Background: an optimization exercise with open tools, aiming at small area, a short achievable clock period and few clock cycles. Do not read the settings as production practice. In this exercise RTL edits were held to simulation tests only and were not proved equivalent to the original. Power and IR drop assume default switching activity.

==> flow/design.v <==
module simple_cpu (
    input clk,
    input rst_n,
    input instr_valid,
    input [15:0] instr,
    output instr_ready,
    input [7:0] mem_rdata,
    input mem_ready,
    output reg mem_req,
    output reg mem_we,
    output [7:0] mem_addr,
    output [7:0] mem_wdata,
    output reg done,
    output reg [3:0] flags   
);
  reg [7:0] regfile[0:7];
  reg x_alu;   
  reg x_fix;   
  reg [2:0] x_rd;
  reg [3:0] x_imm;
  reg c_add, c_sub, c_g, c_p, c_shl, c_shr;
  reg [7:0] opa;   
  reg [7:0] opb;   
  reg a_c4;   
  integer i;
  wire x_ld = mem_req & ~mem_we;
  wire mwait = mem_req & ~mem_ready;
  wire stall = x_fix | mwait;
  assign instr_ready = ~stall;
  wire accept = instr_valid & ~stall;
  assign mem_wdata = opa;
  assign mem_addr = {opb[7:4] + {3'b000, a_c4}, opb[3:0]};
  wire [7:0] bx = opb ^ {8{c_sub}};
  wire [7:0] p = opa ^ bx;
  wire [7:0] g = opa & bx;
  wire [7:0] g1, p1, g2, p2, g3, p3;
  genvar k;
  generate
    for (k = 0; k < 8; k = k + 1) begin : pfx
      if (k % 2 == 1) begin : l1a
        assign g1[k] = g[k] | (p[k] & g[k-1]);
        assign p1[k] = p[k] & p[k-1];
      end else begin : l1b
        assign g1[k] = g[k];
        assign p1[k] = p[k];
      end
      if (k % 4 >= 2) begin : l2a
        assign g2[k] = g1[k] | (p1[k] & g1[(k/4)*4+1]);
        assign p2[k] = p1[k] & p1[(k/4)*4+1];
      end else begin : l2b
        assign g2[k] = g1[k];
        assign p2[k] = p1[k];
      end
      if (k >= 4) begin : l3a
        assign g3[k] = g2[k] | (p2[k] & g2[3]);
        assign p3[k] = p2[k] & p2[3];
      end else begin : l3b
        assign g3[k] = g2[k];
        assign p3[k] = p2[k];
      end
    end
  endgenerate
  wire [7:0] cy = {g3[6:0] | (p3[6:0] & {7{c_sub}}), c_sub};
  wire [7:0] sum = p ^ cy;
  wire [2:0] rot = opb[2:0];
  wire [7:0] r1 = rot[0] ? {opa[6:0], opa[7]} : opa;
  wire [7:0] r2 = rot[1] ? {r1[5:0], r1[7:6]} : r1;
  wire [7:0] r3 = rot[2] ? {r2[3:0], r2[7:4]} : r2;
  reg [7:0] shmask;
  always @(*) begin
    for (i = 0; i < 8; i = i + 1)
      shmask[i] = (c_shl & (i >= rot)) | (c_shr & ((rot == 3'd0) | (i < rot)));
  end
  wire [7:0] alu_res = ({8{c_add}} & sum) | ({8{c_g}} & g) | ({8{c_p}} & p) |
                       (shmask & r3);
  wire [7:0] wr_val = alu_res | ({8{x_ld}} & mem_rdata);
  wire wr_en = x_alu | (x_ld & mem_ready);
  wire [3:0] i_op = instr[15:12];
  wire [2:0] i_rd = instr[11:9];
  wire [2:0] i_rs = instr[7:5];
  wire [3:0] i_imm = instr[3:0];
  wire i_alu = (i_op >= 4'h1) && (i_op <= 4'h8);
  wire i_mem = (i_op == 4'h9) || (i_op == 4'hA);
  wire i_immop = (i_op == 4'h6) || (i_op == 4'h7) || (i_op == 4'h8);
  wire [2:0] ra = i_rd;
  wire [2:0] rb = i_rs;
  wire [3:0] ri = i_imm;
  wire [7:0] ra_oh = 8'b1 << ra;
  wire [7:0] rb_oh = 8'b1 << rb;
  reg [7:0] rf_a, rf_b;
  always @(*) begin
    rf_a = 8'h00;
    rf_b = 8'h00;
    for (i = 0; i < 8; i = i + 1) begin
      rf_a = rf_a | ({8{ra_oh[i]}} & regfile[i]);
      rf_b = rf_b | ({8{rb_oh[i]}} & regfile[i]);
    end
  end
  wire [3:0] lp = rf_b[3:0] ^ ri;
  wire [3:0] lg = rf_b[3:0] & ri;
  wire lc1 = lg[0];
  wire lc2 = lg[1] | (lp[1] & lg[0]);
  wire lc3 = lg[2] | (lp[2] & lg[1]) | (lp[2] & lp[1] & lg[0]);
  wire lc4 = lg[3] | (lp[3] & lg[2]) | (lp[3] & lp[2] & lg[1]) | (lp[3] & lp[2] & lp[1] & lg[0]);
  wire [4:0] lo = {lc4, lp[3] ^ lc3, lp[2] ^ lc2, lp[1] ^ lc1, lp[0]};
  wire [4:0] lo_fix = {1'b0, opb[3:0]} + {1'b0, x_imm};
  wire fwd_a = wr_en && (x_rd == i_rd);
  wire hz_b = wr_en && (x_rd == i_rs);   
  wire fwd_b = hz_b && !i_immop;
  wire [2:0] i_rot = (i_op == 4'h8) ? 3'd0 - i_imm[2:0] : i_imm[2:0];
  wire [7:0] opb_rf = i_mem ? {rf_b[7:4], lo[3:0]} : (i_immop ? {4'h0, i_imm[3], i_rot} : rf_b);
  always @(posedge clk) begin
    c_add <= accept & ((i_op == 4'h1) || (i_op == 4'h2) || (i_op == 4'h6));
    c_sub <= accept & (i_op == 4'h2);
    c_g   <= accept & ((i_op == 4'h3) || (i_op == 4'h4));   
    c_p   <= accept & ((i_op == 4'h4) || (i_op == 4'h5));   
    c_shl <= accept & (i_op == 4'h7) & !i_imm[3];
    c_shr <= accept & (i_op == 4'h8) & !i_imm[3];
    opa <= ({8{stall}} & opa) | ({8{~stall & fwd_a}} & wr_val) | ({8{~stall & ~fwd_a}} & rf_a);
    opb <= ({8{mwait}} & opb) | ({8{x_fix}} & {opb[7:4], lo_fix[3:0]}) |
           ({8{~stall & fwd_b}} & wr_val) | ({8{~stall & ~fwd_b}} & opb_rf);
    a_c4 <= (mwait & a_c4) | (x_fix & lo_fix[4]) | (~stall & lo[4]);
    if (!stall) begin
      x_rd  <= i_rd;
      x_imm <= i_imm;
      mem_we <= (i_op == 4'hA);
    end
  end
  always @(posedge clk or negedge rst_n) begin
    if (!rst_n) begin
      x_alu <= 1'b0;
      x_fix <= 1'b0;
      mem_req <= 1'b0;
      done <= 1'b0;
      flags <= 4'b0;
      for (i = 0; i < 8; i = i + 1) regfile[i] <= 8'h0;
    end else begin
      x_alu <= accept & i_alu;
      if (x_fix) begin
        x_fix <= 1'b0;
        mem_req <= 1'b1;
      end else if (!mwait) begin
        x_fix <= accept & i_mem & hz_b;
        mem_req <= accept & i_mem & ~hz_b;
      end
      if (accept && i_op == 4'hF) done <= 1'b1;
      if (wr_en) regfile[x_rd] <= wr_val;
      if (x_alu) begin
        flags[3] <= (alu_res == 8'h0);
        flags[2] <= alu_res[7];
      end
    end
  end
endmodule
==> flow/flow/run.sh <==
#!/bin/bash
# Standard layout, with plain buf_1 cells as the port buffers and resizing not
# held to each cell's footprint.
set -euo pipefail
bash standard.sh "BUFFER_PORTS_ARGS=-buffer_cell sky130_fd_sc_hd__buf_1" MATCH_CELL_FOOTPRINT=0 finish > make_finish.log 2>&1
==> flow/standard.sh <==
#!/bin/bash
# synth_recipe.tcl (not shown) runs the flow's synth.tcl, then flattens the netlist and writes it again
# the make line also repeats each setting of config.mk as NAME=value (left out here)
make -C /OpenROAD-flow-scripts/flow DESIGN_CONFIG=/design/flow/config.mk WORK_HOME=/design/flow/orfs CLKGATE_MAP_FILE= SYNTH_SCRIPT=/design/flow/synth_recipe.tcl "${@:-finish}"
==> flow/config.mk <==
export PLATFORM = sky130hd
export DESIGN_NAME = simple_cpu
export DESIGN_NICKNAME = simple_cpu
export VERILOG_FILES = /design/flow/design.v
export SDC_FILE = /design/flow/constraint.sdc
export NUM_CORES = 4
export LEC_CHECK = 0
export ABC_AREA = 1
export CAP_MARGIN = 20
export CORE_MARGIN = 2
export CORE_UTILIZATION = 40
export SETUP_SLACK_MARGIN = 2.5
export SLEW_MARGIN = 20
==> flow/constraint.sdc <==
create_clock -name core_clock -period 5.0 [get_ports {clk}]
set_input_delay 1.0000 -clock core_clock [delete_from_list [all_inputs] [get_ports {clk}]]
set_output_delay 1.0000 -clock core_clock [all_outputs]
set_load 0.01 [all_outputs]
==> results of run 1 <==
[routing by layer]
metal / wire length [µm] / vias to the layer above / GRT usage [%]
met4: 403 / 0 / 6.70
met1: 9370 / 2932 / 33.5
li1: - / 3053 / -
met5: 0 / - / 0
met2: 9110 / 233 / 38.4
met3: 1330 / 43 / 4.36
[logic make-up (layout without fill, tap and decap cells)]
logic type,Yosys count,in the layout,synth area share (%)
compound gates,190,190,17.2
xor+xnor,14,14,1.91
fa+ha+maj,22,22,4.53
buf+inv,162,215,10.6
flops,101,101,38.3
other cells,1,2,0.0585
simple gates,405,405,27.5
[power by group through the flow]
stage	registers (W)	logic [W]	clock network, W
floorplan	0.00118	0.000844	0
global placement	0.00125	0.00108	0
detailed placement	0.00125	0.00109	0
CTS	0.00124	0.00112	0.000750
global route	0.00127	0.00132	0.000781
finish	0.00124	0.00117	0.000745
[layout make-up]
cell class | count | area [µm²]
Inverter | 132 | 510
Clock buffer | 13 | 272
Clock inverter | 3 | 41.3
Timing Repair Buffer | 67 | 375
Sequential cell | 101 | 2460
Fill cell | 1592 | 8320
Multi-Input combinational cell | 633 | 3520
Tap cell | 216 | 270
[path summary, 6_finish.rpt]
check / from / to / slack (ps) / depth (start not counted)
max: instr[6] / opb[3]$_DFF_P_ / 2470 / 13
min: done$_DFFE_PN0P_ / done$_DFFE_PN0P_ / 490 / 2
max reg2reg: c_sub$_DFF_P_ / regfile[5][7]$_DFFE_PN0P_ / 2600 / 10
min reg2reg: done$_DFFE_PN0P_ / done$_DFFE_PN0P_ / 490 / 2
max in group asynchronous: rst_n / mem_req$_DFFE_PN0P_ / 3580 / 1
min in group asynchronous: rst_n / regfile[2][6]$_DFFE_PN0P_ / 800 / 1
[cells in the final DEF (no fill, tap or decap), drive strengths merged, types with 2 or more instances in the layout]
cell type    n
inv        133
o21bai       2
clkbuf      14
fa           2
a21o         2
conb         2
a21oi       18
ha          20
edfxtp       8
dfrtp       70
a221oi       3
or2          3
nor2        67
nor4         4
nor3         7
a22oi        8
a31oi        2
xor2        10
nand2      242
nand4        4
xnor2        4
dfxtp       23
buf         66
o22ai       56
o21ai       94
nand3       76
[worst max-delay path: cells and delay by family]
| kind | cells | cell delay (ps) |
|---|---|---|
| simple gates | 5 | 620 |
| compound gates | 4 | 510 |
| buf+inv | 3 | 400 |
| fa+ha+maj | 1 | 270 |
[metrics by stage]
stage | utilization [%] | hold WS (ps)
4_1_cts | 45.7 | 482
5_1_grt | 47.2 | 519
3_5_place_dp | 42.8 | 467
6_report | 47.2 | 487
3_3_place_gp | 42.8 | 455
2_1_floorplan | - | 446
[sequential cells by signal (all words and copies together) (netlist names), 2 cells and up]
| signal | flops |
|---|---|
| flags | 2 |
| opa | 8 |
| opb | 8 |
| regfile | 64 |
| x_imm | 4 |
| x_rd | 3 |
[timing repair]
| item | 4_1_cts | 5_1_grt |
|---|---|---|
| endpoints found under the setup margin | 54 | 57 |
| pin swaps | 10 | 18 |
| hold endpoints to repair | 0 | 0 |
| resized for setup | 40 | 32 |
| setup buffers | 5 | 14 |
==> notes.md, run 1 <==
outcome=complete, no violations; Die Ht=around 130 µm; Synth cell types=46; class of the worst hold path=flop to flop; Root Buffer=clkbuf_16; Worst Skew=about 10 ps; share of cells above drive strength 1=roughly 13%; Via Count=approximately 6300; fin nets=between 900 and 1000; GRT Overall Usage=around a quarter; Peak VDD IR=~0.20 mV; Final Hold Viols=0; final cell count without fillers=approximately 1200; Highest Clock Rate=~400 MHz; drt via density=approximately 5.4; top-area cell type share of the netlist area=a little over a quarter; Setup Viol. Count Final=0; crit-path max FO=7; boundary pin count=52; number of core rows=46; # hold bufs at CTS=0; first-pass GRT wire length=approximately 31000 µm; sw frac=39.8%; Syn Inst Count=895; pre-CTS setup slack=roughly 1500 ps; # DRC=0; leakage=3.43 nW; area grow syn2layout=16.3%; vias in the first global route=about 5700; Cell Pwr Density=approximately 420 mW/mm²; 1st-pass router iterations=5; Final HPWL DP=roughly 14000 µm; sequential area share after synthesis=38.3%; Design Area, Final=between 0.007 and 0.008 mm²; Total Neg Setup Slack=0 ps; Clock Path Buffers=2; critical path type=primary input to flop; Avg WL per Cell=17.3 µm; largest net degree at the start of global routing=a little over 70; Skew-Pair Late Insertion Delay=about 350 ps; mapped cell area=~0.0064 mm²; Commonest cells post-synth=nand2_1 (234), inv_1 (126), o21ai_0 (72); Final GP Congestion=~0.90; Synth async-reset ratio=69.3%; Avg Inst Size Synth=~7.2 µm²; RSZ-0062 raised after global routing=yes; Pint=approximately 0.0019 W; Antenna Cells=0; post-place instance area=about 0.0067 mm²; Reg clk slew, reported paths=70 ps; Critical Path End Type=flop; PortBufs=47; slowest stage cell on the critical path=ha_1; EDFF count, synth=8; top post-synthesis cells by area=dfrtp_1 (27%), nand2_1 (14%), inv_1 (7.4%); Post-Place Cells=~1100; max_slew headroom=30.7%; Total Wirelength=between 20000 and 25000 µm; die area=about 0.017 mm²; initial DRC count=a little over 600; initial antenna violation count=0; most common cell in the netlist=nand2_1; Logic pwr share=37.1%; Critical Path Start Type=primary input; Largest stage delay, worst path=approximately 270 ps; final worst setup slack=about 2500 ps; clock share of power=about a quarter; largest area contributor in the netlist=dfrtp_1; Final Power=about 0.0032 W; CP Data Arrival Time=~2800 ps; NetSw=between 0.001 and 0.0015 W; post-layout min period=2530 ps; Chip Width=roughly 130 µm; Seq cells post-synth=roughly 100; Sequential Power Share=39.4%; CTS tree=built; Period Utilization, post-route=between 50% and 60%; Slew Limit Fails=0; grt ovf=0; critical-path cell list=buf_12, nor2_4, nand2_4, buf_4, buf_4, o22ai_1, nor2_1, nand2_1, ha_1, and2_1, o21ai_0, o21ai_1, o21ai_1; Worst-Margin Slew=between 1000 and 1500 ps; CTS buffer count=9; final antenna-violating net count=0; Syn. warnings=2; initial core utilization=40.6%; Post-synth top flop=dfrtp_1; CP Data Required Time=5280 ps; clk sinks=101; Max-Cap Viols=0; core area=between 0.015 and 0.02 mm²; htree depth=3
Testbench counts, summed over its fixed seeds: cycles 4,970.
==> inputs of run 2 (changes only) <==
--- a/flow/config.mk
+++ b/flow/config.mk
@@ -9,5 +9,5 @@
 export CAP_MARGIN = 20
 export CORE_MARGIN = 2
 export CORE_UTILIZATION = 40
-export SETUP_SLACK_MARGIN = 2.5
+export SETUP_SLACK_MARGIN = 2.3
 export SLEW_MARGIN = 20
==> run 2 against run 1 <==
Against the previous run:
- cell area shrank 4.3%
- non-clock buffer count shrank 16
- worst setup slack lost 130 ps
- critical path type is now primary input to primary output
- highest routed layer unchanged
==> notes.md, run 2 <==
outcome=complete, no violations; area grow syn2layout=11.3%; top-area cell type share of the netlist area=a little over a quarter; leakage=between 3 and 4 nW; crit-path max FO=5; class of the worst hold path=flop to flop; most common cell in the netlist=nand2_1; pre-CTS setup slack=1380 ps; clk sinks=roughly 100; final worst setup slack=about 2300 ps; Peak VDD IR=between 0.2 and 0.25 mV; Skew-Pair Late Insertion Delay=340 ps; Syn Inst Count=895; critical path type=primary input to primary output; CP Data Arrival Time=between 1500 and 2000 ps; Seq. cell area=approximately 0.0025 mm²; Highest Clock Rate=376 MHz; Max-Cap Viols=0; initial DRC count=approximately 630; Root Buffer=clkbuf_16; core area=about 0.016 mm²; Avg Inst Size Synth=approximately 7.2 µm²; Worst Skew=roughly 6.0 ps; Worst-Margin Slew=1030 ps; Chip Width=131 µm; Setup Viol. Count Final=0; die area=0.0170 mm²; boundary pin count=52; number of core rows=46; Period Utilization, post-route=approximately 53%; max_slew headroom=a little under a third; Final GP Congestion=approximately 0.88; commonest non-fill, non-tap cell in the layout=nand2_1; Avg WL per Cell=17.0 µm; Finished Core Util=45.2%; first-pass GRT wire length=roughly 31000 µm; Antenna Cells=0; Synth async-reset ratio=69.3%; Final Hold Viols=0; Largest register FFs=64; final antenna-violating net count=0; most frequent cells in the layout=nand2_1 (231), inv_1 (121), o21ai_0 (70), dfrtp_1 (70), nand3_1 (64); critical-path cell list=buf_1, nor2_1, nor2_4, buf_1; GRT Overall Usage=approximately a quarter; vias in the first global route=5606; Total Neg Setup Slack=0 ps; Fillers=approximately 1600; Total Wirelength=between 15000 and 20000 µm; fin nets=978; Die Ht=131 µm; CTS buffer count=9; htree depth=3; Commonest cells post-synth=nand2_1 (234), inv_1 (126), o21ai_0 (72); grt ovf=0; met2 wire len=roughly 8400 µm; top post-synthesis cells by area=dfrtp_1 (27%), nand2_1 (14%), inv_1 (7.4%); PortBufs=47; mapped cell area=approximately 0.0064 mm²; met3 wire length=roughly 1400 µm; drt via density=roughly 5.4; largest net degree at the start of global routing=71; initial antenna violation count=0; EDFF count, synth=8; Crit path top cell by count=buf_1; Critical Path Start Type=primary input; Slew Limit Fails=0; CTS tree=built; Largest stage delay, worst path=about 360 ps; share of cells above drive strength 1=9.12%; # DRC=0; Clock Path Buffers=2; Synth cell types=46; Syn. warnings=2; top routing layer in use=met4; CP Data Required Time=4000 ps; Buf/Inv on CP=2; slowest stage cell on the critical path=nor2_1; crit-path leading delay family=simple AND/OR/NAND/NOR gates; # hold bufs at CTS=0; Critical Path End Type=primary output; Largest Register=regfile; Seq cells post-synth=roughly 100; largest area contributor in the netlist=dfrtp_1; Post-synth top flop=dfrtp_1; 1st-pass router iterations=5; post-layout min period=approximately 2700 ps; Cell Pwr Density=420 mW/mm²; Via Count=6203; WL met1=about 9200 µm; sequential area share after synthesis=a little under two fifths; initial core utilization=40.6%; RSZ-0062 raised after global routing=no; Largest regs=regfile (64), opa (8), opb (8); Final Power=~0.0030 W; Reg clk slew, reported paths=70 ps; Final HPWL DP=14000 µm; area of the multi-input gates=between 0.003 and 0.004 mm²
run 2: cell count changes in the layout (fill, tap and decap cells not counted), sizes merged:
| cell | change |
|---|---|
| buf | -15 |
| bufinv | -1 |
| clkbuf | -3 |
| clkinv | +2 |
| clkinvlp | +1 |
| inv | -1 |
run 2: power by group:
part | total (W) | switching (W) | internal [W]
logic | 0.00112 | 0.000737 | 0.000378
registers | 0.00124 | 0.000175 | 0.00106
clock network | 0.000640 | 0.000305 | 0.000335
run 2: worst paths after layout:
kind                                       start                   endpoint  slack [ps]  cells after the start
worst min register to register  done$_DFFE_PN0P_           done$_DFFE_PN0P_         470                      2
worst max-delay path                   mem_ready                instr_ready        2340                      4
max in group asynchronous                  rst_n        mem_req$_DFFE_PN0P_        3590                      1
worst max register to register     c_sub$_DFF_P_  regfile[5][7]$_DFFE_PN0P_        2650                     10
min in group asynchronous                  rst_n  regfile[2][6]$_DFFE_PN0P_         790                      1
worst min-delay path            done$_DFFE_PN0P_           done$_DFFE_PN0P_         470                      2
run 2: layer usage:
metal	GRT usage [%]	vias to the layer above
met3	3.34	44
met4	9.57	0
li1	-	3032
met5	0	-
met2	35.3	251
met1	34.8	2876
run 2: repair_timing:
action,CTS,global route
endpoints found under the setup margin,11,52
gates cloned,0,0
resized for setup,20,18
pin swaps,2,3
setup buffers,1,2
run 2: worst min-delay path, stage by stage (launching register included):
cell and delay (ps):
dfrtp_1 340, inv_1 40, o41ai_1 50
run 2: logic make-up after synthesis:
logic type      count (synthesis)  synth area share [%]
fa+ha+maj                      22                  4.53
buf+inv                       162                  10.6
flops                         101                  38.3
simple gates                  405                  27.5
compound gates                190                  17.2
xor+xnor                       14                  1.91
other cells                     1                0.0585
run 2: metrics by stage:
step           instances  hold slack [ps]  area [µm²]
2_1_floorplan        896              446        6470
3_3_place_gp        1130              475        6740
6_report            1148              468        7130
5_1_grt             1148              492        7130
3_5_place_dp        1130              453        6740
4_1_cts             1146              470        7070
run 2: cell type report:
class	instances	share of cell area, %
multi-input combinational	633	47.8
sequential	101	34.5
inverter	132	6.99
tap	216	3.79
clock buffer	11	3.27
timing repair buffer	51	3.27
clock inverter	4	0.369
==> inputs of run 3 (changes only) <==
--- a/flow/config.mk
+++ b/flow/config.mk
@@ -5,9 +5,8 @@
 export SDC_FILE = /design/flow/constraint.sdc
 export NUM_CORES = 4
 export LEC_CHECK = 0
-export ABC_AREA = 1
 export CAP_MARGIN = 20
 export CORE_MARGIN = 2
 export CORE_UTILIZATION = 40
-export SETUP_SLACK_MARGIN = 2.3
+export SETUP_SLACK_MARGIN = 2.4
 export SLEW_MARGIN = 20
==> run 3 against run 2 <==
Against the previous run:
- cell count down 16%
- largest power group is now combinational logic
- still clean
- synthesized area up 0.37%
- largest cell class unchanged
- cell area up 12%
==> notes.md, run 3 <==
share of cells above drive strength 1=about a quarter; initial core utilization=40.8%; number of core rows=between 40 and 50; initial DRC count=about 450; Critical R2R Launch=opa[0]$_DFF_P_; Final Power=roughly 0.0034 W; top-area cell type share of the netlist area=27.2%; slowest stage cell on the critical path=fa_2; Syn Inst Count=between 600 and 700; Cell Pwr Density=~430 mW/mm²; core area=roughly 0.016 mm²; CP Data Required Time=5290 ps; RSZ-0062 raised after global routing=yes; NetSw=0.00125 W; crit-path leading delay family=compound AO/OA/AOI/OAI gates; Largest regs=regfile (64), opa (8), opb (8); initial antenna violation count=0; Crit. Startpoint=instr[7]; 1st-pass router iterations=5; Highest Clock Rate=between 300 and 400 MHz; post-layout min period=2720 ps; Sequential Power Share=37.9%; Final GP Congestion=0.963; EDFF count, synth=8; Pint=between 0.002 and 0.0025 W; Largest Register=regfile; Via Count=between 5000 and 6000; Period Utilization, post-route=a little over half; Total Neg Setup Slack=0 ps; Die Ht=between 100 and 150 µm; first-pass GRT wire length=a little over 30000 µm; Total Wirelength=just under 20000 µm; Buf/Inv on CP=2; mapped cell area=about 0.0064 mm²; Root Buffer=clkbuf_16; Critical Path Start Type=primary input; Chip Width=131 µm; Fillers=about 1500; Worst-Margin Slew=just under 900 ps; boundary pin count=52; critical-path cell list=buf_12, mux2_4, a221oi_2, o22ai_2, ha_2, inv_2, fa_2, a211oi_2, o21ai_1, o31a_1, o21ai_1; Max-Cap Viols=0; vias in the first global route=between 5000 and 6000; Worst Skew=just over 7 ps; Setup Viol. Count Final=0; grt ovf=0; crit-path max FO=8; die area=around 0.017 mm²; Skew-Pair Late Insertion Delay=between 300 and 400 ps; clk sinks=101; Final HPWL DP=between 10000 and 15000 µm; area grow syn2layout=23.9%; Crit path top cell by count=o21ai_1; CP Data Arrival Time=around 3000 ps; sequential area share after synthesis=between 30% and 40%; Post-synth top flop=dfrtp_1; commonest non-fill, non-tap cell in the layout=nand2_1; Largest stage delay, worst path=around 430 ps; Synth cell types=76; Seq cells post-synth=between 100 and 150; clock share of power=22.6%; Antenna Cells=0; sw frac=between 30% and 40%; final antenna-violating net count=0; Clock Path Buffers=2; htree depth=3; Synth async-reset ratio=between 60% and 70%; Syn. warnings=2; # DRC=0; Avg Inst Size Synth=about 9.4 µm²; Logic pwr share=39.4%; CTS buffer count=9; max_slew headroom=40.9%; Commonest cells post-synth=nand2_1 (74), dfrtp_1 (70), o21ai_0 (59); Reg clk slew, reported paths=around 70 ps; top post-synthesis cells by area=dfrtp_1 (27%), dfxtp_1 (7.2%), mux4_2 (6.0%); largest area contributor in the netlist=dfrtp_1; fin nets=around 790; class of the worst hold path=flop to flop; CTS tree=built; Final Hold Viols=0; Slew Limit Fails=0; Critical Path End Type=flop; Largest register FFs=64; critical path type=primary input to flop; GRT Overall Usage=23.4%; Avg WL per Cell=roughly 20 µm; most frequent cells in the layout=nand2_1 (73), dfrtp_1 (70), o21ai_0 (51), nor2_1 (45), buf_4 (44); most common cell in the netlist=nand2_1; Hold Path Origin=done$_DFFE_PN0P_; outcome=complete, no violations; Peak VDD IR=roughly 0.21 mV; PortBufs=47; leakage=approximately 3.2 nW; drt via density=slightly below 6; largest net degree at the start of global routing=38
==> run 3: cell types whose count changed in the layout (fill, tap and decap cells not counted), sizes merged, moves of 23 or more <==
cell	delta
nand2	-168
o22ai	-51
nand3	-60
inv	-122
a21oi	+30
mux2i	+23
o21ai	-29
buf	+52
==> run 3: cells by family (layout without fill, tap and decap cells) <==
logic type | Yosys count | in the layout | synth area share, %
other | 1 | 2 | 0.0583
AO/OA/AOI/OAI | 204 | 204 | 20.8
XOR/XNOR | 25 | 25 | 3.41
AND/OR/NAND/NOR | 202 | 203 | 15.4
multiplexers | 59 | 59 | 12.9
flip-flops | 101 | 101 | 38.1
adder cells (fa/ha/maj) | 22 | 22 | 4.52
buffers and inverters | 68 | 132 | 4.85
==> run 3: per-stage QoR <==
| stage | cells | setup slack, ps | hold slack, ps | utilization, % | cell area, µm² |
|---|---|---|---|---|---|
| after floorplan | 683 | 2080 | 443 | - | 6550 |
| after global placement | 901 | 1180 | 460 | 42.9 | 6770 |
| after detailed placement | 901 | 1180 | 471 | 43.0 | 6780 |
| after CTS | 948 | 2260 | 491 | 48.8 | 7690 |
| after global routing | 964 | 2190 | 536 | 50.5 | 7970 |
| final | 964 | 2280 | 488 | 50.5 | 7970 |
==> run 3: final timing paths <==
check	to	slack (ps)	cells after the start
setup / recovery	opb[1]$_DFF_P_	2280	11
hold / removal	done$_DFFE_PN0P_	490	1
setup reg to reg	opa[7]$_DFF_P_	2330	8
hold reg to reg	done$_DFFE_PN0P_	490	1
max in group asynchronous	regfile[5][6]$_DFFE_PN0P_	3220	2
min in group asynchronous	flags[2]$_DFFE_PN0P_	770	1
==> run 3: repair_timing <==
item	4_1_cts	5_1_grt
hold buffers	0	0
buffers inserted	29	16
resized for setup	81	19
setup endpoints to repair	82	60
pin swaps	28	18
gates cloned	2	0
==> run 3: power groups by stage <==
stage	Clock [W]	Sequential [W]	Combinational [W]
2_1_floorplan	0	0.00120	0.000837
3_3_place_gp	0	0.00127	0.00103
3_5_place_dp	0	0.00128	0.00107
4_1_cts	0.000781	0.00127	0.00123
5_1_grt	0.000810	0.00131	0.00147
6_report	0.000767	0.00129	0.00134
==> run 3: layout make-up <==
| type | instances | area [µm²] | share of cell area (%) |
|---|---|---|---|
| clock buffer | 11 | 243 | 3.05 |
| clock inverter | 5 | 83.8 | 1.05 |
| inverter | 12 | 57.6 | 0.723 |
| multi-input combinational | 515 | 4040 | 50.8 |
| sequential | 101 | 2460 | 30.9 |
| tap | 216 | 270 | 3.39 |
| timing repair buffer | 104 | 806 | 10.1 |
==> run 3: layer usage <==
metal  track usage [%]  part of all wire, %  up-vias
met3              3.91                  4.7       40
met5                 0                    0        -
met1              27.9                   40     2772
li1                  -                    -     2633
met4              11.7                  3.0        0
met2              40.9                   52      200
==> inputs of run 4 (changes only) <==
--- a/flow/config.mk
+++ b/flow/config.mk
@@ -5,6 +5,7 @@
 export SDC_FILE = /design/flow/constraint.sdc
 export NUM_CORES = 4
 export LEC_CHECK = 0
+export ABC_AREA = 1
 export CAP_MARGIN = 20
 export CORE_MARGIN = 2
 export CORE_UTILIZATION = 40
==> run 4 against run 3 <==
Against the previous run:
- first-iteration DRC count rose by 28%
- critical endpoint is now instr_ready
- worst setup slack improved by 180 ps
- sequential share of layout area up 3.2 points
- routed wire length rose by 1.4%
- non-clock buffer count down 53
- cell area fell by 9.6%
- sequential power decreased by 5%
- clock power increased by 3.0%
- core utilization decreased by 4.8 points
- still clean
- synthesized area down 0.37%
- via count is 8.0% higher
==> notes.md, run 4 <==
outcome=complete, no violations; clk sinks=slightly above 100; M3 GR Usage=4.23%; critical path type=primary input to primary output; PortBufs=47; Avg Inst Size Synth=around 7.2 µm²; Final HPWL DP=about 14000 µm; Commonest cells post-synth=nand2_1 (234), inv_1 (126), o21ai_0 (72); top-area cell type share of the netlist area=about 27%; Avg WL per Cell=roughly 17 µm; RSZ-0062 raised after global routing=yes; initial antenna violation count=0; grt met2 use=37.7%; Largest register FFs=between 60 and 70; Total Wirelength=around 20000 µm; leakage=about 3.3 nW; CTS tree=built; worst hold path depth=2; share of cells above drive strength 1=roughly 9.2%; Root Buffer=clkbuf_16; Syn Inst Count=around 900; fin nets=about 980; Worst Skew=about 10 ps; Peak VDD IR=about 0.19 mV; htree depth=3; Clock Path Buffers=2; most frequent cells in the layout=nand2_1 (231), inv_1 (121), o21ai_0 (70), dfrtp_1 (70), nand3_1 (64); Via Count=6098; sequential area share after synthesis=a little under two fifths; Period Utilization, post-route=about half; Chip Width=between 100 and 150 µm; number of core rows=46; Antenna Cells=0; CTS buffer count=9; grt ovf=0; top post-synthesis cells by area=dfrtp_1 (27%), nand2_1 (14%), inv_1 (7.4%); Highest Clock Rate=~390 MHz; Worst-Margin Slew=approximately 1100 ps; largest area contributor in the netlist=dfrtp_1; 1st-pass router iterations=6; final antenna-violating net count=0; GRT Overall Usage=24.1%; Syn. warnings=2; core area=about 0.016 mm²; Die Ht=131 µm; boundary pin count=52; Total Neg Setup Slack=0 ps; Seq cells post-synth=slightly above 100; final worst setup slack=between 2000 and 2500 ps; Post-synth top flop=dfrtp_1; max_slew headroom=about a quarter; Max-Cap Viols=0; met1 Use GR=between 30% and 40%; Reg clk slew, reported paths=70 ps; Critical Path Start Type=primary input; drt via density=5.31; first-pass GRT wire length=between 30000 and 40000 µm; die area=roughly 0.017 mm²; initial DRC count=~580; Final Hold Viols=0; initial core utilization=approximately 41%; EDFF count, synth=8; GR peak layer=met2; class of the worst hold path=flop to flop; crit-path max FO=5; R2R depth=12; CP Data Arrival Time=1540 ps; flop-to-flop setup slack=~2600 ps; Largest Register=regfile; Skew-Pair Late Insertion Delay=360 ps; CP Data Required Time=4000 ps; area grow syn2layout=12.5%; pre-CTS setup slack=between 1000 and 1500 ps; Largest regs=regfile (64), opa (8), opb (8); Critical Path End Type=primary output; Cell Pwr Density=approximately 440 mW/mm²; # DRC=0; largest net degree at the start of global routing=between 70 and 80; Final GP Congestion=roughly 0.92; Setup Viol. Count Final=0; post-layout min period=roughly 2500 ps; Slew Limit Fails=0; # hold bufs at CTS=0; Synth async-reset ratio=between 60% and 70%; most common cell in the netlist=nand2_1; mapped cell area=0.00640 mm²; commonest non-fill, non-tap cell in the layout=nand2_1; vias in the first global route=between 5000 and 6000; Synth cell types=between 40 and 50; Worst Hold Slack=just under 500 ps
[run 4: timing repair]
item                                    4_1_cts  5_1_grt
endpoints found under the setup margin        7       52
resized for setup                            26       10
pin swaps                                     2        2
setup buffers                                 2        0
[run 4: critical path, cell delays in order]
cell and delay [ps]:
buf_1 100, nor2_2 240, nor2_2 70, buf_1 130
[run 4: area by class of cell]
cell class                 count  area, µm²
fill                        1622       8570
multi-input combinational    633       3410
sequential                   101       2460
inverter                     132        498
tap                          216        270
clock buffer                  10        250
timing repair buffer          51        236
clock inverter                 5       81.3
[run 4: routing by layer]
metal	share of wire (%)	vias to the layer above
met5	0	-
met4	2.5	0
met3	6.8	43
met2	45	210
met1	46	2814
li1	-	3031
[run 4: metrics by stage]
step / cell area, µm² / cells / total power, W / util, %
2_1_floorplan: 6480 / 896 / 0.00203 / -
3_3_place_gp: 6740 / 1130 / 0.00233 / 42.7
6_report: 7200 / 1148 / 0.00315 / 45.7
5_1_grt: 7200 / 1148 / 0.00338 / 45.7
4_1_cts: 7160 / 1147 / 0.00314 / 45.4
3_5_place_dp: 6740 / 1130 / 0.00234 / 42.8
[run 4: cells by family after synthesis]
logic type      after synthesis  synth area share [%]
buf+inv                     162                  10.6
compound gates              190                  17.2
xor+xnor                     14                  1.91
simple gates                405                  27.5
other cells                   1                0.0585
fa+ha+maj                    22                  4.53
flops                       101                  38.3
[run 4: power by group]
| part | total (W) | switching, W | internal, W |
|---|---|---|---|
| combinational | 0.00112 | 0.000743 | 0.000381 |
| sequential | 0.00123 | 0.000172 | 0.00106 |
| clock | 0.000790 | 0.000322 | 0.000467 |
[run 4: worst paths after layout]
path | start | endpoint
setup / recovery | mem_ready | instr_ready
hold / removal | done$_DFFE_PN0P_ | done$_DFFE_PN0P_
setup reg to reg | opb[1]$_DFF_P_ | regfile[3][4]$_DFFE_PN0P_
hold reg to reg | done$_DFFE_PN0P_ | done$_DFFE_PN0P_
max in group asynchronous | rst_n | done$_DFFE_PN0P_
min in group asynchronous | rst_n | regfile[1][6]$_DFFE_PN0P_
==> inputs of run 5 (changes only) <==
--- a/flow/config.mk
+++ b/flow/config.mk
@@ -11,3 +11,4 @@
 export CORE_UTILIZATION = 40
 export SETUP_SLACK_MARGIN = 2.4
 export SLEW_MARGIN = 20
+export TNS_END_PERCENT = 10
==> run 5 against run 4 <==
Against the previous run:
- still clean on timing, DRC and antenna
- worst setup slack worse by 86 ps
- synthesized area stayed put
- hold slack worse by 8.1 ps
- global-route usage is 0.097 points lower
- non-clock buffer count is 4 higher
- die area stayed put
- cell count is 0.44% higher
- critical path depth stayed put
- critical endpoint unchanged
==> notes.md, run 5 <==
outcome=complete, no violations; Antenna Cells=0; most frequent cells in the layout=nand2_1 (231), inv_1 (122), o21ai_0 (70), dfrtp_1 (70), nand3_1 (64); Slew Limit Fails=0; GRT Overall Usage=roughly 24%; top post-synthesis cells by area=dfrtp_1 (27%), nand2_1 (14%), inv_1 (7.4%); critical-path cell list=buf_1, nor2_1, nor2_2, buf_1; largest area contributor in the netlist=dfrtp_1; Total Neg Setup Slack=0 ps; mapped cell area=0.00640 mm²; capture point of the worst path=instr_ready; Largest Register=regfile; R2R depth=10; Fillers=~1600; largest net degree at the start of global routing=71; Commonest cells post-synth=nand2_1 (234), inv_1 (126), o21ai_0 (72); initial DRC count=between 500 and 600; crit-path leading delay family=simple AND/OR/NAND/NOR gates; number of core rows=46; clk sinks=101; Via Count=6179; 1st-pass router iterations=5; Max-Cap Viols=0; max_slew headroom=approximately a third; CP Data Arrival Time=around 1600 ps; Buf/Inv on CP=2; Worst Skew=7.40 ps; grt ovf=0; Avg Inst Size Synth=7.16 µm²; Worst-Margin Slew=between 1000 and 1500 ps; boundary pin count=52; Final HPWL DP=14300 µm; htree depth=3; PortBufs=between 40 and 50; final antenna-violating net count=0; EDFF count, synth=8; Largest register FFs=64; slowest stage cell on the critical path=nor2_1; sequential area share after synthesis=between 30% and 40%; Seq. cell area=between 0.002 and 0.0025 mm²; Peak VDD IR=around 0.18 mV; initial core utilization=roughly 40%; Skew-Pair Late Insertion Delay=approximately 350 ps; CTS tree=built; Period Utilization, post-route=about 52%; Largest regs=regfile (64), opa (8), opb (8); Avg WL per Cell=around 17 µm; class of the worst hold path=flop to flop; post-layout min period=around 2600 ps; WP depth=4; Final GP Congestion=between 0.8 and 0.9; Total Wirelength=20100 µm; Clock Path Buffers=2; Finished Core Util=about 45%; Cell Pwr Density=~420 mW/mm²; Synth async-reset ratio=about 69%; Design Area, Final=between 0.007 and 0.008 mm²; Critical Path Start Type=primary input; RSZ-0062 raised after global routing=yes; Seq cells post-synth=slightly above 100; CTS buffer count=9; Reg clk slew, reported paths=about 70 ps; # DRC=0; CP Data Required Time=about 4000 ps; vias in the first global route=between 5000 and 6000; core area=0.0158 mm²; Highest Clock Rate=~380 MHz; Post-synth top flop=dfrtp_1; first-pass GRT wire length=30800 µm; flop-to-flop setup slack=2630 ps; drt via density=5.36; initial antenna violation count=0; Chip Width=approximately 130 µm; area of the multi-input gates=about 0.0034 mm²; share of cells above drive strength 1=approximately a tenth; die area=0.0170 mm²; Setup Viol. Count Final=0; Die Ht=around 130 µm; fin nets=between 900 and 1000; leakage=3.32 nW; Root Buffer=clkbuf_16; # hold bufs at CTS=0; Crit. Startpoint=mem_ready; Synth cell types=46; post-place instance area=a little under 0.007 mm²; Syn. warnings=2; area grow syn2layout=11.9%; Largest stage delay, worst path=between 300 and 400 ps; Final Hold Viols=0; Critical R2R Launch=c_sub$_DFF_P_; commonest non-fill, non-tap cell in the layout=nand2_1; RR Endpoint=regfile[5][7]$_DFFE_PN0P_; critical path type=primary input to primary output; crit-path max FO=5; most common cell in the netlist=nand2_1; Critical Path End Type=primary output; Syn Inst Count=895; top-area cell type share of the netlist area=roughly 27%; Crit path top cell by count=buf_1
## run 5: cell counts after synthesis
No cell type changed its count.
## run 5: worst min path at each step
| stage | from | to | cells after the start |
|---|---|---|---|
| 2_1_floorplan | a_c4$_DFF_P_ | a_c4$_DFF_P_ | 2 |
| 3_3_place_gp | done$_DFFE_PN0P_ | done$_DFFE_PN0P_ | 2 |
| 3_5_place_dp | done$_DFFE_PN0P_ | done$_DFFE_PN0P_ | 2 |
| 4_1_cts | done$_DFFE_PN0P_ | done$_DFFE_PN0P_ | 2 |
| 5_1_grt | done$_DFFE_PN0P_ | done$_DFFE_PN0P_ | 2 |
| 6_report | done$_DFFE_PN0P_ | done$_DFFE_PN0P_ | 2 |
## run 5: layer usage
| metal | share of wire [%] | wire length (µm) | up-vias | track usage (%) |
|---|---|---|---|---|
| li1 | - | - | 3029 | - |
| met1 | 46 | 9200 | 2839 | 34.1 |
| met2 | 44 | 8860 | 265 | 36.5 |
| met3 | 7.5 | 1510 | 46 | 5.13 |
| met4 | 2.5 | 512 | 0 | 8.20 |
| met5 | 0 | 0 | - | 0 |
## run 5: cells by family (layout without fill, tap and decap cells)
family | after synthesis | in the layout | synth area share, %
simple gates | 405 | 405 | 27.5
compound gates | 190 | 190 | 17.2
buf+inv | 162 | 203 | 10.6
flops | 101 | 101 | 38.3
fa+ha+maj | 22 | 22 | 4.53
xor+xnor | 14 | 14 | 1.91
other cells | 1 | 2 | 0.0585
## run 5: final cells by class
cell class | instances | share of cell area [%]
multi-input cells | 633 | 47.5
clock buffers | 10 | 3.19
inverters | 132 | 6.95
well taps | 216 | 3.77
flip-flops and latches | 101 | 34.3
repair buffers | 55 | 3.77
clock inverters | 6 | 0.541
## run 5: worst register-to-register path, delay by kind of cell, from the launching register on
family                   cells  cell delay, ps
XOR/XNOR                     1             260
adder cells (fa/ha/maj)      1             290
AO/OA/AOI/OAI                2             360
flip-flops                   1             510
AND/OR/NAND/NOR              6             800
## run 5: what timing repair did
action | 4_1_cts | 5_1_grt
buffers inserted | 4 | 3
resized for setup | 30 | 9
endpoints found under the setup margin | 7 | 64
pin swaps | 4 | 2
## run 5: where the power goes
group	internal, W	switching [W]	total, W
Clock	0.000337	0.000313	0.000650
Sequential	0.00106	0.000182	0.00124
Combinational	0.000382	0.000744	0.00113
Total	0.00178	0.00124	0.00302
## run 5: stage by stage
stage	setup slack (ps)	cells	total power, W	hold WS (ps)
6_report	2380	1153	0.00302	487
5_1_grt	2300	1153	0.00325	499
4_1_cts	2370	1150	0.00300	481
3_5_place_dp	1380	1130	0.00235	456
3_3_place_gp	1450	1130	0.00233	470
2_1_floorplan	2290	896	0.00203	446
==> inputs of run 6 (changes only) <==
--- a/flow/config.mk
+++ b/flow/config.mk
@@ -8,7 +8,6 @@
 export ABC_AREA = 1
 export CAP_MARGIN = 20
 export CORE_MARGIN = 2
-export CORE_UTILIZATION = 40
+export CORE_UTILIZATION = 50
 export SETUP_SLACK_MARGIN = 2.4
 export SLEW_MARGIN = 20
-export TNS_END_PERCENT = 10
==> run 6 against run 5 <==
Against the previous run:
- still clean
- synthesized area stayed put
- core utilization is 12 points higher
- synthesized cell count stayed put
- cell count is 3.7% lower
- register-to-register slack worse by 30 ps
- critical path type is now primary input to flop
- largest power group unchanged
==> notes.md, run 6 <==
outcome=complete, no violations; Final HPWL DP=approximately 15000 µm; CP Data Required Time=between 5000 and 6000 ps; largest area contributor in the netlist=dfrtp_1; Total Neg Setup Slack=0 ps; Die Ht=117 µm; mapped cell area=between 0.006 and 0.007 mm²; Reg clk slew, reported paths=roughly 70 ps; CTS buffer count=9; # DRC=0; GRT Overall Usage=around 30%; Cell Pwr Density=about 430 mW/mm²; initial core utilization=51.0%; initial antenna violation count=0; EDFF count, synth=8; Avg WL per Cell=approximately 18 µm; leakage=around 3.4 nW; Setup Viol. Count Final=0; Root Buffer=clkbuf_16; crit-path max FO=7; pre-CTS setup slack=approximately 1500 ps; Skew-Pair Late Insertion Delay=between 300 and 400 ps; most common cell in the netlist=nand2_1; Total Wirelength=19900 µm; Slew Limit Fails=0; sequential area share after synthesis=approximately two fifths; Syn. warnings=2; 1st-pass router iterations=5; initial DRC count=670; slowest stage cell on the critical path=fa_2; post-layout min period=2600 ps; Critical Path End Type=flop; Final GP Congestion=a little under 1; Crit path top cell by count=inv_2; grt ovf=0; CTS tree=built; first-pass GRT wire length=30800 µm; die area=around 0.014 mm²; top post-synthesis cells by area=dfrtp_1 (27%), nand2_1 (14%), inv_1 (7.4%); Largest register FFs=between 60 and 70; critical path type=primary input to flop; Commonest cells post-synth=nand2_1 (234), inv_1 (126), o21ai_0 (72); Via Count=approximately 6400; area grow syn2layout=12.7%; Buf/Inv on CP=4; crit-path leading delay family=adder cells; Largest regs=regfile (64), opa (8), opb (8); Final Hold Viols=0; critical-path cell list=buf_6, inv_2, nand3_4, inv_2, a22oi_2, nand3_2, ha_4, inv_2, fa_2, a22oi_1, o21ai_1, o21ai_1; CP Data Arrival Time=2880 ps; Post-synth top flop=dfrtp_1; Worst Skew=roughly 10 ps; Clock Path Buffers=2; commonest non-fill, non-tap cell in the layout=nand2_1; most frequent cells in the layout=nand2_1 (231), inv_1 (119), o21ai_0 (70), dfrtp_1 (70), nand3_1 (62); Highest Clock Rate=385 MHz; Largest Register=regfile; Largest stage delay, worst path=420 ps; flop-to-flop setup slack=2600 ps; Syn Inst Count=just under 900; share of cells above drive strength 1=~11%; Avg Inst Size Synth=approximately 7.2 µm²; Worst-Margin Slew=984 ps; Peak VDD IR=roughly 0.24 mV; core area=around 0.013 mm²; Worst Hold Slack=between 400 and 500 ps; # hold bufs at CTS=0; Synth cell types=between 40 and 50; Seq cells post-synth=101; Critical Path Start Type=primary input; RSZ-0062 raised after global routing=yes; htree depth=3; Final Power=approximately 0.0031 W; Antenna Cells=0; boundary pin count=52; Max-Cap Viols=0; vias in the first global route=~5700; fin nets=~980; clk sinks=just over 100; final antenna-violating net count=0; class of the worst hold path=flop to flop; largest net degree at the start of global routing=between 40 and 50; Chip Width=about 120 µm; max_slew headroom=between 30% and 40%; PortBufs=47; top-area cell type share of the netlist area=~27%; number of core rows=41; Period Utilization, post-route=between 50% and 60%; final worst setup slack=about 2400 ps; Synth async-reset ratio=69.3%; drt via density=5.75
## run 6: report_power, final
group	leakage (nW)	internal, W	switching (W)
Clock	0.144	0.000353	0.000342
Combinational	2.04	0.000388	0.000764
Sequential	1.17	0.00106	0.000174
Total	3.35	0.00180	0.00128
## run 6: kinds of logic after synthesis
logic type / after synthesis / synth area share (%)
and+or+nand+nor: 405 / 27.5
AOI/OAI and AO/OA: 190 / 17.2
buffers and inverters: 162 / 10.6
DFF: 101 / 38.3
adders and majority gates: 22 / 4.53
xor gates and xnor gates: 14 / 1.91
other: 1 / 0.0585
## run 6: worst register-to-register path: stages (launching register included)
cell and delay (ps):
dfxtp_2 510, xor2_1 350, ha_1 310, a21oi_1 210, nand2_2 110, nand2_1 110
nand2_1 60, nand2_1 50, nand3_1 150, nand2_1 120, nor2_1 50, nand2_1 170
nand2_1 80
## run 6: final timing paths
path | from | to | cells after the start
worst max-delay path | instr[5] | opb[1]$_DFF_P_ | 12
worst min-delay path | done$_DFFE_PN0P_ | done$_DFFE_PN0P_ | 2
worst max register to register | c_sub$_DFF_P_ | flags[3]$_DFFE_PN0P_ | 12
worst min register to register | done$_DFFE_PN0P_ | done$_DFFE_PN0P_ | 2
max in group asynchronous | rst_n | x_alu$_DFF_PN0_ | 2
min in group asynchronous | rst_n | regfile[0][7]$_DFFE_PN0P_ | 1
## run 6: layer usage
| layer | up-vias | part of all wire [%] | GRT usage (%) |
|---|---|---|---|
| met1 | 3003 | 46 | 44.8 |
| met2 | 309 | 42 | 44.8 |
| li1 | 3032 | - | - |
| met4 | 0 | 2.6 | 8.55 |
| met3 | 42 | 9.1 | 5.56 |
| met5 | - | 0 | 0 |
## run 6: final cells by class
cell class              instances  area (µm²)
inverters                     132         498
fillers                      1216        5350
flip-flops and latches        101        2460
repair buffers                 56         282
multi-input cells             633        3470
well taps                     172         215
clock inverters                 6        62.6
clock buffers                  10         229
## run 6: stage by stage
stage               instances  utilization (%)  instance area (µm²)
finish                   1110             57.4                 7220
global route             1110             57.4                 7220
CTS                      1105             56.4                 7090
detailed placement       1087             53.2                 6690
global placement         1087             53.2                 6690
floorplan                 896                -                 6480
## run 6: what timing repair did
| item | CTS | global route |
|---|---|---|
| cloned | 0 | 0 |
| gates resized for setup | 31 | 20 |
| buffers inserted | 2 | 4 |
| setup endpoints to repair | 6 | 65 |
| hold endpoints to repair | 0 | 0 |
| pin swaps | 4 | 10 |
==> inputs of run 7 (changes only) <==
--- a/flow/config.mk
+++ b/flow/config.mk
@@ -8,6 +8,8 @@
 export ABC_AREA = 1
 export CAP_MARGIN = 20
 export CORE_MARGIN = 2
-export CORE_UTILIZATION = 50
+export CORE_UTILIZATION = 40
+export CTS_BUF_LIST = sky130_fd_sc_hd__clkbuf_8
+export CTS_CLUSTER_SIZE = 30
 export SETUP_SLACK_MARGIN = 2.4
 export SLEW_MARGIN = 20
==> run 7 against run 6 <==
Against the previous run:
- combinational power about the same
- hold slack better by 48 ps
- die area increased by 24%
- count of clock-buffer cells in the layout is 1 lower
- cell count increased by 4.1%
==> notes.md, run 7 <==
Post-synth top flop=dfrtp_1; Highest Clock Rate=approximately 390 MHz; final antenna-violating net count=0; met3 wire length=approximately 1400 µm; Slew Limit Fails=0; PortBufs=47; Hold Path End=done$_DFFE_PN0P_; max_slew headroom=between 20% and 30%; CP Data Arrival Time=between 1500 and 2000 ps; Syn. warnings=2; sequential area share after synthesis=38.3%; share of cells above drive strength 1=~10%; class of the worst hold path=flop to flop; Final GP Congestion=approximately 0.9; critical path type=flop to primary output; Critical Path End Type=primary output; Final Power=about 0.0030 W; 1st-pass router iterations=5; Crit path top cell by count=ha_1; area grow syn2layout=11.6%; die area=0.0170 mm²; Clock Path Buffers=2; grt ovf=0; Avg Inst Size Synth=7.16 µm²; outcome=complete, no violations; Root Buffer=clkbuf_8; Seq. cell area=roughly 0.0025 mm²; Avg WL per Cell=roughly 17 µm; Antenna Cells=0; first-pass GRT wire length=between 30000 and 40000 µm; leakage=around 3.3 nW; initial antenna violation count=0; commonest non-fill, non-tap cell in the layout=nand2_1; Peak VDD IR=slightly below 0.2 mV; Largest register FFs=64; clk sinks=101; Seq cells post-synth=just over 100; Commonest cells post-synth=nand2_1 (234), inv_1 (126), o21ai_0 (72); critical-path cell list=ha_1, ha_1, xor2_1, clkbuf_2; largest area contributor in the netlist=dfrtp_1; most frequent cells in the layout=nand2_1 (231), inv_1 (120), o21ai_0 (70), dfrtp_1 (70), nand3_1 (64); Via Count=slightly above 6000; most common cell in the netlist=nand2_1; top routing layer in use=met4; core area=approximately 0.016 mm²; Largest Register=regfile; Setup Viol. Count Final=0; Largest regs=regfile (64), opa (8), opb (8); drt via density=around 5.3; slowest stage cell on the critical path=dfxtp_1; mapped cell area=approximately 0.0064 mm²; Critical R2R Launch=opb[1]$_DFF_P_; CTS tree=built; Total Neg Setup Slack=0 ps; # hold bufs at CTS=0; Die Ht=between 100 and 150 µm; worst hold path depth=2; Total Wirelength=between 15000 and 20000 µm; GRT Overall Usage=between 20% and 30%; Period Utilization, post-route=between 50% and 60%; Cell Pwr Density=roughly 420 mW/mm²; Skew-Pair Late Insertion Delay=~390 ps; Reg clk slew, reported paths=~90 ps; Max-Cap Viols=0; EDFF count, synth=8; WL met1=9130 µm; # DRC=0; Worst Skew=around 11 ps; Critical Path Start Type=flop; Final HPWL DP=around 14000 µm; post-layout min period=roughly 2600 ps; vias in the first global route=between 5000 and 6000; top-area cell type share of the netlist area=27.3%; Synth async-reset ratio=69.3%; Chip Width=about 130 µm; Synth cell types=46; Syn Inst Count=895; Worst-Margin Slew=approximately 1100 ps; Fillers=1630; Final Hold Viols=0; largest net degree at the start of global routing=just over 70; flop-to-flop setup slack=around 2700 ps; CP Data Required Time=roughly 4000 ps; initial core utilization=between 40% and 50%; top post-synthesis cells by area=dfrtp_1 (27%), nand2_1 (14%), inv_1 (7.4%); RSZ-0062 raised after global routing=yes; met2 wire len=slightly below 9000 µm; boundary pin count=between 50 and 60; area of the multi-input gates=0.00340 mm²; number of core rows=46; initial DRC count=approximately 640; R2R depth=12; Largest stage delay, worst path=approximately 410 ps; htree depth=3; CTS buffer count=9; RR Endpoint=regfile[5][4]$_DFFE_PN0P_; crit-path max FO=2; Hold Path Origin=done$_DFFE_PN0P_; fin nets=roughly 990
## run 7: logic make-up after synthesis
family          count (synthesis)  synth area share (%)
xor+xnor                       14                  1.91
compound gates                190                  17.2
simple gates                  405                  27.5
buf+inv                       162                  10.6
flops                         101                  38.3
other cells                     1                0.0585
fa+ha+maj                      22                  4.53
## run 7: stage by stage
| stage | cells | hold slack [ps] | setup WS, ps | cell area, µm² | util, % |
|---|---|---|---|---|---|
| CTS | 1145 | 508 | 2390 | 7040 | 44.6 |
| detailed placement | 1130 | 480 | 1480 | 6740 | 42.8 |
| floorplan | 896 | 446 | 2290 | 6480 | - |
| finish | 1155 | 506 | 2440 | 7150 | 45.3 |
| global route | 1155 | 524 | 2320 | 7150 | 45.3 |
| global placement | 1130 | 478 | 1530 | 6740 | 42.7 |
## run 7: worst max path at each step
stage                  from        endpoint  slack, ps  cells past startpoint
6_report       a_c4$_DFF_P_     mem_addr[6]       2440                      4
5_1_grt            instr[6]  opb[2]$_DFF_P_       2320                     14
4_1_cts            instr[7]  opb[3]$_DFF_P_       2390                     14
3_5_place_dp       instr[7]  opb[1]$_DFF_P_       1480                     12
3_3_place_gp       instr[7]  opb[1]$_DFF_P_       1530                     12
2_1_floorplan      instr[6]  opb[2]$_DFF_P_       2290                     14
## run 7: timing repair
action,4_1_cts,5_1_grt
setup buffers,0,9
setup endpoints to repair,7,53
cloned,0,0
pin swaps,1,6
resized for setup,22,16
## run 7: where the power goes
group	total (W)	internal [W]	switching [W]
registers	0.00124	0.00106	0.000174
clock network	0.000628	0.000331	0.000298
logic	0.00113	0.000382	0.000748
total	0.00299	0.00177	0.00122
## run 7: routing by layer
metal,vias to the layer above,track usage [%]
li1,3042,-
met1,2793,33.4
met2,231,37.3
met3,40,4.76
met4,0,8.57
met5,-,0
## run 7: critical path: cells and delay by family, from the launching register on
kind | cells | cell delay, ps
xor+xnor | 1 | 230
buf+inv | 1 | 180
fa+ha+maj | 2 | 370
flops | 1 | 410
## run 7: final cells by class
cell class	instances	share of cell area, %
multi-input combinational	633	47.5
sequential	101	34.4
inverter	132	6.97
timing repair buffer	58	4.06
tap	216	3.78
clock buffer	9	1.73
clock inverter	6	1.56
==> inputs of run 8 (changes only) <==
--- a/flow/config.mk
+++ b/flow/config.mk
@@ -11,5 +11,6 @@
 export CORE_UTILIZATION = 40
 export CTS_BUF_LIST = sky130_fd_sc_hd__clkbuf_8
 export CTS_CLUSTER_SIZE = 30
+export GPL_TIMING_DRIVEN = 0
 export SETUP_SLACK_MARGIN = 2.4
 export SLEW_MARGIN = 20
==> run 8 against run 7 <==
Against the previous run:
- core utilization is 0.81 points higher
- combinational power is 8% higher
- synthesized area stayed put
- synthesized cell count stayed put
- count of clock-buffer cells in the layout is 1 higher
- clock skew is 3.2 ps higher
- critical path depth is 8 higher
- hold slack worse by 15 ps
- sequential cell count stayed put
- worst setup slack better by 5.6 ps
- first-iteration DRC count is 4.1% lower
- sequential share of layout area is 0.64 points lower
- critical path type is now primary input to flop
==> notes.md, run 8 <==
outcome=complete, no violations; most frequent cells in the layout=nand2_1 (231), inv_1 (122), o21ai_0 (70), dfrtp_1 (70), nand3_1 (63); max_slew headroom=around 60%; share of cells above drive strength 1=between 10% and 20%; top post-synthesis cells by area=dfrtp_1 (27%), nand2_1 (14%), inv_1 (7.4%); Seq cells post-synth=101; pre-CTS setup slack=about 1400 ps; leakage=~3.4 nW; Via Count=roughly 6200; post-place instance area=about 0.0069 mm²; vias in the first global route=roughly 5600; Seq. cell area=around 0.0025 mm²; class of the worst hold path=flop to flop; Period Utilization, post-route=51.2%; EDFF count, synth=8; final antenna-violating net count=0; Synth async-reset ratio=69.3%; initial core utilization=between 40% and 50%; post-layout min period=about 2600 ps; 1st-pass router iterations=5; Slew Limit Fails=0; first-pass GRT wire length=a little over 30000 µm; Sequential Power Share=40.9%; critical path type=primary input to flop; top-area cell type share of the netlist area=between 20% and 30%; Fillers=around 1600; Die Ht=131 µm; Pint=~0.0017 W; drt via density=~5.3; CP Data Arrival Time=about 2900 ps; R2R depth=14; Clock Path Buffers=2; grt ovf=0; CTS tree=built; Critical Path End Type=flop; Design Area, Final=~0.0073 mm²; clock share of power=17.9%; initial antenna violation count=0; Skew-Pair Late Insertion Delay=~400 ps; Chip Width=between 100 and 150 µm; Largest register FFs=64; NetSw=around 0.0013 W; final worst setup slack=~2400 ps; Setup Viol. Count Final=0; Final GP Congestion=0.937; Reg clk slew, reported paths=about 110 ps; largest area contributor in the netlist=dfrtp_1; Cell Pwr Density=407 mW/mm²; die area=about 0.017 mm²; Commonest cells post-synth=nand2_1 (234), inv_1 (126), o21ai_0 (72); boundary pin count=52; Worst Skew=~14 ps; Max-Cap Viols=0; sequential area share after synthesis=a little under two fifths; Largest regs=regfile (64), opa (8), opb (8); fin nets=between 1000 and 1500; Worst-Margin Slew=621 ps; Total Neg Setup Slack=0 ps; Syn Inst Count=between 800 and 900; PortBufs=45; Total Wirelength=~20000 µm; Finished Core Util=between 40% and 50%; core area=roughly 0.016 mm²; Avg WL per Cell=16.9 µm; RSZ-0062 raised after global routing=yes; Critical Path Start Type=primary input; # DRC=0; Logic pwr share=41.3%; flop-to-flop setup slack=approximately 2600 ps; crit-path max FO=7; Synth cell types=46; area of the multi-input gates=roughly 0.0035 mm²; initial DRC count=610; commonest non-fill, non-tap cell in the layout=nand2_1; GRT Overall Usage=a little under a quarter; Root Buffer=clkbuf_8; Final HPWL DP=roughly 15000 µm; Final Hold Viols=0; Post-synth top flop=dfrtp_1; CP Data Required Time=roughly 5300 ps; clk sinks=between 100 and 150; worst hold path depth=2; Largest Register=regfile; Syn. warnings=2; Avg Inst Size Synth=about 7.2 µm²; mapped cell area=0.00640 mm²; most common cell in the netlist=nand2_1; number of core rows=46; htree depth=3; sw frac=between 40% and 50%; Highest Clock Rate=approximately 390 MHz; area grow syn2layout=13.6%; largest net degree at the start of global routing=37; CTS buffer count=9; Worst Hold Slack=491 ps; Peak VDD IR=0.201 mV; Antenna Cells=0
-- run 8: cell counts after synthesis --
Identical to the previous run, type by type.
-- run 8: cell type report --
class                      instances  area share, %
buffer                            30           2.79
clock buffer                      10           1.89
clock inverter                     6          0.688
inverter                         132           6.84
multi-input combinational        633           47.5
sequential                       101           33.8
tap                              216           3.71
timing repair buffer              47           2.87
-- run 8: logic make-up after synthesis --
group / share of synthesized area [%]
and+or+nand+nor: 27.5
AOI/OAI and AO/OA: 17.2
buffers and inverters: 10.6
DFF: 38.3
adders and majority gates: 4.53
xor gates and xnor gates: 1.91
other: 0.0585
-- run 8: final timing paths --
check | endpoint | from
setup / recovery | opb[1]$_DFF_P_ | instr[5]
hold / removal | flags[3]$_DFFE_PN0P_ | flags[3]$_DFFE_PN0P_
setup reg to reg | regfile[2][7]$_DFFE_PN0P_ | opb[2]$_DFF_P_
hold reg to reg | flags[3]$_DFFE_PN0P_ | flags[3]$_DFFE_PN0P_
max in group asynchronous | x_alu$_DFF_PN0_ | rst_n
min in group asynchronous | regfile[0][3]$_DFFE_PN0P_ | rst_n
-- run 8: metrics by stage --
step / power, W / instances
2_1_floorplan: 0.00203 / 896
3_5_place_dp: 0.00240 / 1158
5_1_grt: 0.00319 / 1175
4_1_cts: 0.00294 / 1175
3_3_place_gp: 0.00238 / 1157
6_report: 0.00297 / 1175
-- run 8: routing by layer --
layer | GRT usage (%) | wire (µm)
met2 | 37.2 | 8900
met1 | 34.1 | 9600
met5 | 0 | 0
met4 | 8.01 | 312
met3 | 3.87 | 1020
-- run 8: power by group through the flow --
stage	registers, W	clock network [W]	logic (W)
3_5_place_dp	0.00122	0	0.00118
5_1_grt	0.00124	0.000570	0.00138
2_1_floorplan	0.00118	0	0.000844
4_1_cts	0.00121	0.000542	0.00119
3_3_place_gp	0.00122	0	0.00116
6_report	0.00121	0.000530	0.00122
-- run 8: critical path: stages --
cell,delay (ps)
buf_6,150
inv_2,80
nand3_4,130
inv_1,100
a22oi_2,180
nand3_2,140
ha_4,200
inv_2,50
fa_2,430
a22oi_2,180
o21ai_1,120
o21ai_1,130
-- run 8: timing repair --
item | CTS | global route
hold buffers | 0 | 0
pin swaps | 3 | 0
gates resized for setup | 17 | 15
endpoints found under the setup margin | 6 | 47
gates cloned | 0 | 0
buffers inserted | 1 | 0
==> inputs of run 9 (changes only) <==
--- a/flow/design.v
+++ b/flow/design.v
@@ -120,9 +120,9 @@
     opb <= ({8{mwait}} & opb) | ({8{x_fix}} & {opb[7:4], lo_fix[3:0]}) |
            ({8{~stall & fwd_b}} & wr_val) | ({8{~stall & ~fwd_b}} & opb_rf);
     a_c4 <= (mwait & a_c4) | (x_fix & lo_fix[4]) | (~stall & lo[4]);
+    x_imm <= i_imm;   
     if (!stall) begin
       x_rd  <= i_rd;
-      x_imm <= i_imm;
       mem_we <= (i_op == 4'hA);
     end
   end
--- a/flow/config.mk
+++ b/flow/config.mk
@@ -11,6 +11,5 @@
 export CORE_UTILIZATION = 40
 export CTS_BUF_LIST = sky130_fd_sc_hd__clkbuf_8
 export CTS_CLUSTER_SIZE = 30
-export GPL_TIMING_DRIVEN = 0
 export SETUP_SLACK_MARGIN = 2.4
 export SLEW_MARGIN = 20
==> run 9 against run 8 <==
Against the previous run:
- non-clock buffer count down 27
- largest cell class unchanged
- clock power up 8.1%
- sequential share of layout area down 0.17 points
- fmax up 0.75%
- routed wire length about the same
==> notes.md, run 9 <==
outcome=complete, no violations; CTS tree=built; EDFF count, synth=4; Final GP Congestion=between 0.9 and 1; clk sinks=just over 100; GRT Overall Usage=23.2%; leakage=3.30 nW; share of cells above drive strength 1=between 10 and 15%; Synth async-reset ratio=approximately 70%; max_slew headroom=between 30% and 40%; mapped cell area=about 0.0066 mm²; Total Neg Setup Slack=0 ps; Post-synth top flop=dfrtp_1; Clock Path Buffers=2; top-area cell type share of the netlist area=a little over a quarter; htree depth=3; Setup Viol. Count Final=0; initial core utilization=between 40 and 50%; Fillers=1689; final cell count without fillers=about 1200; vias in the first global route=approximately 5600; Largest regs=regfile (64), opa (8), opb (8); R2R depth=12; Final Hold Viols=0; critical path type=primary input to primary output; largest net degree at the start of global routing=between 70 and 80; worst hold path depth=2; Worst Hold Slack=481 ps; Via Count=~6100; Avg WL per Cell=approximately 17 µm; # DRC=0; drt via density=approximately 5.3; CP Data Required Time=4000 ps; RSZ-0062 raised after global routing=no; RR Endpoint=regfile[1][7]$_DFFE_PN0P_; Commonest cells post-synth=nand2_1 (258), inv_1 (116), dfrtp_1 (70), nand3_1 (70), o21ai_0 (54); fin nets=just under 1000; first-pass GRT wire length=31500 µm; pre-CTS setup slack=1700 ps; initial DRC count=around 540; final worst setup slack=approximately 2500 ps; Avg Inst Size Synth=7.26 µm²; sequential area share after synthesis=36.7%; PortBufs=47; Syn Inst Count=slightly above 900; Skew-Pair Late Insertion Delay=between 400 and 500 ps; Highest Clock Rate=394 MHz; crit-path max FO=5; core area=0.0160 mm²; Largest Register=regfile; Reg clk slew, reported paths=100 ps; CP Data Arrival Time=between 1500 and 2000 ps; boundary pin count=52; Critical R2R Launch=opb[1]$_DFF_P_; Seq cells post-synth=approximately 100; Worst-Margin Slew=roughly 950 ps; largest area contributor in the netlist=dfrtp_1; Cell Pwr Density=between 300 and 400 mW/mm²; CTS buffer count=9; class of the worst hold path=flop to flop; # hold bufs at CTS=0; area of the multi-input gates=between 0.003 and 0.004 mm²; Root Buffer=clkbuf_8; commonest non-fill, non-tap cell in the layout=nand2_1; die area=0.0175 mm²; most common cell in the netlist=nand2_1; Critical Path End Type=primary output; Critical Path Start Type=primary input; number of core rows=46; Worst Skew=approximately 22 ps; Seq. cell area=0.00242 mm²; Syn. warnings=2; Total Wirelength=19800 µm; final antenna-violating net count=0; Largest register FFs=64; post-layout min period=2540 ps; Chip Width=132 µm; Die Ht=132 µm; Hold Path End=done$_DFFE_PN0P_; Antenna Cells=0; Slew Limit Fails=0; most frequent cells in the layout=nand2_1 (256), inv_1 (114), dfrtp_1 (70), nand3_1 (66), o21ai_0 (51); 1st-pass router iterations=5; flop-to-flop setup slack=around 2700 ps; Synth cell types=56; initial antenna violation count=0; Period Utilization, post-route=50.8%; Max-Cap Viols=0; Peak VDD IR=0.165 mV; Hold Path Origin=done$_DFFE_PN0P_; top post-synthesis cells by area=dfrtp_1 (27%), nand2_1 (15%), dfxtp_1 (8.2%); Post-Place Cells=1139; Final HPWL DP=roughly 14000 µm; grt ovf=0; Finished Core Util=about 45%; area grow syn2layout=9.37%
==> run 9: changes by cell type after synthesis, sizes merged, moves of 6 or more <==
cell | previous run | this run
a22oi | 8 | 2
nand2 | 242 | 264
o22ai | 56 | 36
o21ai | 94 | 86
nor2 | 67 | 60
==> run 9: timing repair <==
| action | in CTS | in global routing |
|---|---|---|
| endpoints found under the setup margin | 5 | 63 |
| buffers inserted | 1 | 1 |
| pin swaps | 1 | 2 |
| resized for setup | 18 | 19 |
==> run 9: cell families (layout without fill, tap and decap cells) <==
group | count (synthesis) | in the layout | share of synthesized area [%]
simple gates | 421 | 421 | 29.3
compound gates | 180 | 180 | 16.6
buf+inv | 165 | 199 | 10.8
flops | 101 | 101 | 36.7
fa+ha+maj | 22 | 22 | 4.41
xor+xnor | 16 | 16 | 2.13
other cells | 1 | 2 | 0.0570
==> run 9: layer usage <==
metal  GRT usage (%)  part of all wire [%]  wire [µm]
met5               0                     0          0
met3            3.88                   6.5       1290
met4            6.93                   2.3        451
met1            34.6                    48       9570
met2            34.5                    43       8540
==> run 9: final cells by class <==
class,instances,area share [%]
clock inverter,6,0.973
sequential,101,33.6
tap,216,3.75
multi-input combinational,641,49.6
timing repair buffer,50,3.18
inverter,133,7.04
clock buffer,10,1.91
==> run 9: power by group <==
| part | internal (W) | leakage, nW | switching (W) |
|---|---|---|---|
| Combinational | 0.000373 | 2.04 | 0.000698 |
| Sequential | 0.00105 | 1.16 | 0.000189 |
| Clock | 0.000249 | 0.0970 | 0.000324 |
==> run 9: worst max-delay path by stage <==
stage,from,endpoint
floorplan,instr[5],opb[3]$_DFF_P_
global placement,instr[6],opb[3]$_DFF_P_
detailed placement,instr[6],opb[3]$_DFF_P_
CTS,instr[7],opb[3]$_DFF_P_
global route,instr[6],opb[3]$_DFF_P_
finish,mem_ready,instr_ready
==> run 9: stage by stage <==
stage | power (W) | area (µm²)
3_5_place_dp | 0.00229 | 6860
3_3_place_gp | 0.00228 | 6860
2_1_floorplan | 0.00200 | 6650
6_report | 0.00288 | 7200
5_1_grt | 0.00310 | 7200
4_1_cts | 0.00286 | 7140
==> run 9: worst max-delay path, cell delays in order <==
cell,delay (ps)
buf_1,150
nor2_4,90
nor2_4,130
buf_1,160
Testbench counts of run 9, summed over its fixed seeds: cycles 4,970.

Re-timed with assumed drivers on the ports (clkbuf_16 on the clock, buf_2 on other inputs), run 9 has 2.437 ns of setup slack against 2.460 ns with ideal ports, and 2.053 ns once port delays also move by the mid clock arrival of 0.434 ns.
